Source: an optimization exercise on an open RTL-to-GDS flow (aim: small area and a short achievable clock period). Production flows keep margins and buffers that such runs may drop.
Where RTL was checked, it was by simulation tests only, not by an equivalence proof against the original.
The clock port is modelled as an ideal driver, which makes a skipped or thinned clock tree look cheaper than it is; a real chip needs a root buffer or a tree.
Power is estimated from default activity; no workload was simulated.

Design syc_FIFO, start of the top module:
module syc_FIFO #(
    parameter DATA_WIDTH = 32,
    parameter DEPTH      = 16
)(
    input                       wr_en,
    input                       rd_en,
    input      [DATA_WIDTH-1:0] wr_data,
    input                       clk,
    input                       rstb,
    output reg [DATA_WIDTH-1:0] rd_data,
    output reg                  full,
    output wire                 empty
);
    localparam J = DEPTH / 2;
    reg [DATA_WIDTH-1:0] memory [DEPTH-1:0];
    reg [DEPTH-1:0]      wr_sel, rd_sel;
    reg [J-1:0]          fill;
    reg                  not_empty;
    assign empty = ~not_empty;
    wire wr = wr_en & ~full;
    wire rd = rd_en & not_empty;
    wire one_word = fill[0] & ~fill[1];           
    wire one_free = fill[J-1] & ~fill[J-2];       
    wire up   = wr & ~rd;                         
    wire down = rd & ~wr;                         
    integer i;
    always @(posedge clk)
        for (i = 0; i < DEPTH; i = i + 1)
            if (wr & wr_sel[i]) memory[i] <= wr_data;
    reg [DATA_WIDTH-1:0] rd_word;
    always @* begin
        rd_word = {DATA_WIDTH{1'b0}};
        for (i = 0; i < DEPTH; i = i + 1)
            rd_word = rd_word | (memory[i] & {DATA_WIDTH{rd_sel[i]}});
    end
    always @(posedge clk)
        rd_sel <= ({DEPTH{~not_empty}}         & wr_sel)
                | ({DEPTH{not_empty &  rd_en}} & {rd_sel[DEPTH-2:0], rd_sel[DEPTH-1]})
                | ({DEPTH{not_empty & ~rd_en}} & rd_sel);
    always @(posedge clk or negedge rstb) begin
        if (!rstb) begin
            wr_sel    <= 1;
            fill      <= 0;
            rd_data   <= 0;
            full      <= 1'b0;
            not_empty <= 1'b0;
        end else begin
            if (rd) rd_data <= rd_word;
            if (wr) wr_sel <= {wr_sel[DEPTH-2:0], wr_sel[DEPTH-1]};
            full      <= full ? ~rd_en : (wr_en & ~rd_en & one_free);
            not_empty <= not_empty ? ~(rd_en & ~wr_en & one_word) : wr_en;
            if (up)
                fill <= {fill[J-2:0], ~fill[J-1]};
            else if (down)
                fill <= {~fill[0], fill[J-1:1]};
  ...
clock: 3.0 ns
lec_check: 0
cap_margin: 20
core_margin: 2
core_utilization: 40
setup_slack_margin: 1.35
slew_margin: 20
standard.sh (not shown) runs the stock make flow with config.mk's settings and CLKGATE_MAP_FILE= SYNTH_SCRIPT=/design/flow/synth_recipe.tcl, a recipe that flattens the netlist after the stock synthesis.
==> flow/flow/run.sh <==
#!/bin/bash
# Standard ORFS layout (the standard.sh, synthesis unchanged) with:
#  - port buffers of a plain buffer cell instead of the one buffer_ports picks;
#  - a hand-built two-level clock tree (flow/pre_cts.tcl, flow/mancts.tcl)
#    in place of TritonCTS's three-level one;
#  - gate sizing not held to cells of the same footprint.
set -uo pipefail
here=$(pwd)
bash standard.sh \
  BUFFER_PORTS_ARGS="-buffer_cell sky130_fd_sc_hd__buf_2" \
  PRE_CTS_TCL="$here/flow/pre_cts.tcl" \
  MATCH_CELL_FOOTPRINT=0 \
  finish > flow_make.log 2>&1
Other scripts of this flow, unchanged in this note and not shown: flow/flow/mancts.tcl, flow/flow/pre_cts.tcl
The baseline produced a clean layout.
Change:
--- a/flow/config.mk
+++ b/flow/config.mk
@@ -9,4 +9,4 @@
 export CORE_MARGIN = 2
 export CORE_UTILIZATION = 40
-export SETUP_SLACK_MARGIN = 1.35
+export SETUP_SLACK_MARGIN = 1.42
 export SLEW_MARGIN = 20
Sequential cell count stays the same.
Via count rose by 2.1%.
Clock power hardly moves.
Sequential power hardly moves.
No run of this note included a check of the RTL's function; only the layout flow was run. No run of this note takes its clock network from TritonCTS; it comes from the design's own scripts or RTL.

========
syc_FIFO, a different RTL version from the one above (not shown whole).
For scale: roughly 1100 cells after synthesis, about 600 flip-flops, roughly 21000 sq um of cells after synthesis.
==> flow/design.v (excerpt) <==
module syc_FIFO #(
    parameter DATA_WIDTH = 32,
    parameter DEPTH      = 16
)(
    input                       wr_en,
    input                       rd_en,
    input      [DATA_WIDTH-1:0] wr_data,
    input                       clk,
    input                       rstb,
    output reg [DATA_WIDTH-1:0] rd_data,
    output reg                  full,
    output wire                 empty
);
    localparam J = DEPTH / 2;
    reg [DATA_WIDTH-1:0] memory [DEPTH-1:0];
    reg [DEPTH-1:0]      wr_sel, rd_sel;
    reg [DEPTH-1:0]      rd_mux_lo, rd_mux_hi;
    reg [J-1:0]          fill;
    reg                  not_empty;
    assign empty = ~not_empty;
    wire wr = wr_en & ~full;
    wire rd = rd_en & not_empty;
    wire one_word = fill[0] & ~fill[1];           
    wire one_free = fill[J-1] & ~fill[J-2];       
    wire up   = wr & ~rd;                         
    wire down = rd & ~wr;                         
    wire wr_load = full & rd_en;
    wire wr_step = wr_en & ~full & (rd_en | ~one_free);
    wire wr_hold = full ? ~rd_en : ~wr_en;
    wire rd_load = ~not_empty & wr_en;
    wire rd_step = rd_en & not_empty & (wr_en | ~one_word);
    wire rd_hold = not_empty ? ~rd_en : ~wr_en;
    wire [DEPTH-1:0] wr_sel_next = ({DEPTH{wr_load}} & rd_sel)
                                 | ({DEPTH{wr_step}} & {wr_sel[DEPTH-2:0], wr_sel[DEPTH-1]})
                                 | ({DEPTH{wr_hold}} & wr_sel);
    wire [DEPTH-1:0] rd_sel_next = ({DEPTH{rd_load}} & wr_sel)
                                 | ({DEPTH{rd_step}} & {rd_sel[DEPTH-2:0], rd_sel[DEPTH-1]})
  ...
Settings: LEC_CHECK=0, CAP_MARGIN=20, CORE_MARGIN=2, CORE_UTILIZATION=40, SETUP_SLACK_MARGIN=1.25, SLEW_MARGIN=20; clock period 3.0 ns.
==> flow/flow/run.sh <==
#!/bin/bash
# Standard ORFS layout (the standard.sh, synthesis unchanged) with:
#  - port buffers of a plain buffer cell instead of the one buffer_ports picks;
#  - a hand-built two-level clock tree (flow/pre_cts.tcl, flow/mancts.tcl)
#    in place of TritonCTS's three-level one;
#  - gate sizing not held to cells of the same footprint.
set -uo pipefail
here=$(pwd)
bash standard.sh \
  BUFFER_PORTS_ARGS="-buffer_cell sky130_fd_sc_hd__buf_4" \
  PRE_CTS_TCL="$here/flow/pre_cts.tcl" \
  MATCH_CELL_FOOTPRINT=0 \
  finish > flow_make.log 2>&1
Other scripts of this flow, unchanged in this note and not shown: flow/flow/mancts.tcl, flow/flow/pre_cts.tcl
Edit:
Settings changed: SETUP_SLACK_MARGIN 1.25 to 1.35.
=> Wire length goes up by a few percent. Register-to-register slack gets better by 60 ps. First-iteration DRC count went up by a few percent. Utilization increases by 0.68 points. Final area goes up slightly.
Edit:
--- a/flow/flow/run.sh
+++ b/flow/flow/run.sh
@@ -9,3 +9,3 @@
 bash standard.sh \
-  BUFFER_PORTS_ARGS="-buffer_cell sky130_fd_sc_hd__buf_4" \
+  BUFFER_PORTS_ARGS="-buffer_cell sky130_fd_sc_hd__buf_2" \
   PRE_CTS_TCL="$here/flow/pre_cts.tcl" \
Result: The changed run finished clean; via count came out lower slightly; worst setup slack improved by 12 ps; total power is about the same; cell count stays flat; final area is lower slightly; hold slack loses 35 ps; area after synthesis is unchanged.
Edit:
--- a/flow/flow/run.sh
+++ b/flow/flow/run.sh
@@ -9,3 +9,3 @@
 bash standard.sh \
-  BUFFER_PORTS_ARGS="-buffer_cell sky130_fd_sc_hd__buf_2" \
+  BUFFER_PORTS_ARGS="-buffer_cell sky130_fd_sc_hd__buf_4" \
   PRE_CTS_TCL="$here/flow/pre_cts.tcl" \
Settings changed: SETUP_SLACK_MARGIN 1.35 to 1.55.
The new run finished clean; area after synthesis stays the same; clock power barely changes; global-route usage increases by 2.0 points; power increases by about 1.4%; routed wire length increases by about 16%; first-iteration DRC count decreases by 1.8%; maximum frequency increases by 2.2%; critical path depth is unchanged; final area increases by about 8%; die area is unchanged.
Edit:
--- a/flow/flow/run.sh
+++ b/flow/flow/run.sh
@@ -4,4 +4,3 @@
 #  - a hand-built two-level clock tree (flow/pre_cts.tcl, flow/mancts.tcl)
-#    in place of TritonCTS's three-level one;
-#  - gate sizing not held to cells of the same footprint.
+#    in place of TritonCTS's three-level one.
 set -uo pipefail
@@ -11,3 +10,2 @@
   PRE_CTS_TCL="$here/flow/pre_cts.tcl" \
-  MATCH_CELL_FOOTPRINT=0 \
   finish > flow_make.log 2>&1
Settings changed: SETUP_SLACK_MARGIN 1.55 to 1.35.
Outcome: The changed run finished clean. Sequential power stays flat. Cell area decreases by a few percent. Register-to-register slack is worse by 40 ps. Global-route usage decreases by 1.9 points. Die area is unchanged. Worst hold slack is better by 58 ps. Flip-flop and latch count does not change.
In every run of this note, the design's own scripts or RTL, not TritonCTS, make the clock network.

port drivers added, routing unchanged:
How much do the figures lean on ideal ports? The routed layouts below were timed once more, with nothing changed but the port constraints. Step 1, drivers: a clkbuf_16 drives clk and a buf_2 each remaining input, both assumed. Step 2 adds t to the input delays and takes it off the output delays; t is the mean of the earliest and latest rising clock arrival at the registers after step 1. Input paths then give back, and output paths get back, about the clock's delay inside the block. Slacks: ideal ports / drivers / drivers and shift; pairs: ideal ports / drivers.
| run | t (ns) | setup WS [ns] | cell pins on the clock port's net |
|---|---|---|---|
| the first run of note 1 | 0.474 | 1.366 / 1.261 / 1.088 | 4 |
| the second run of note 1 | 0.473 | 1.390 / 1.266 / 1.135 | 4 |
| the first run of note 2 | 0.478 | 1.320 / 1.246 / 1.019 | 4 |
| the second run of note 2 | 0.467 | 1.359 / 1.329 / 0.978 | 4 |
| the third run of note 2 | 0.477 | 1.372 / 1.269 / 1.052 | 4 |
| the fourth run of note 2 | 0.478 | 1.407 / 1.300 / 1.142 | 4 |
| the fifth run of note 2 | 0.478 | 1.366 / 1.279 / 1.013 | 4 |
After both steps every run listed still meets setup and hold. The setup slack of the second run of note 2, which loses most, moves by -0.030 ns with the drivers and by -0.381 ns with both steps.
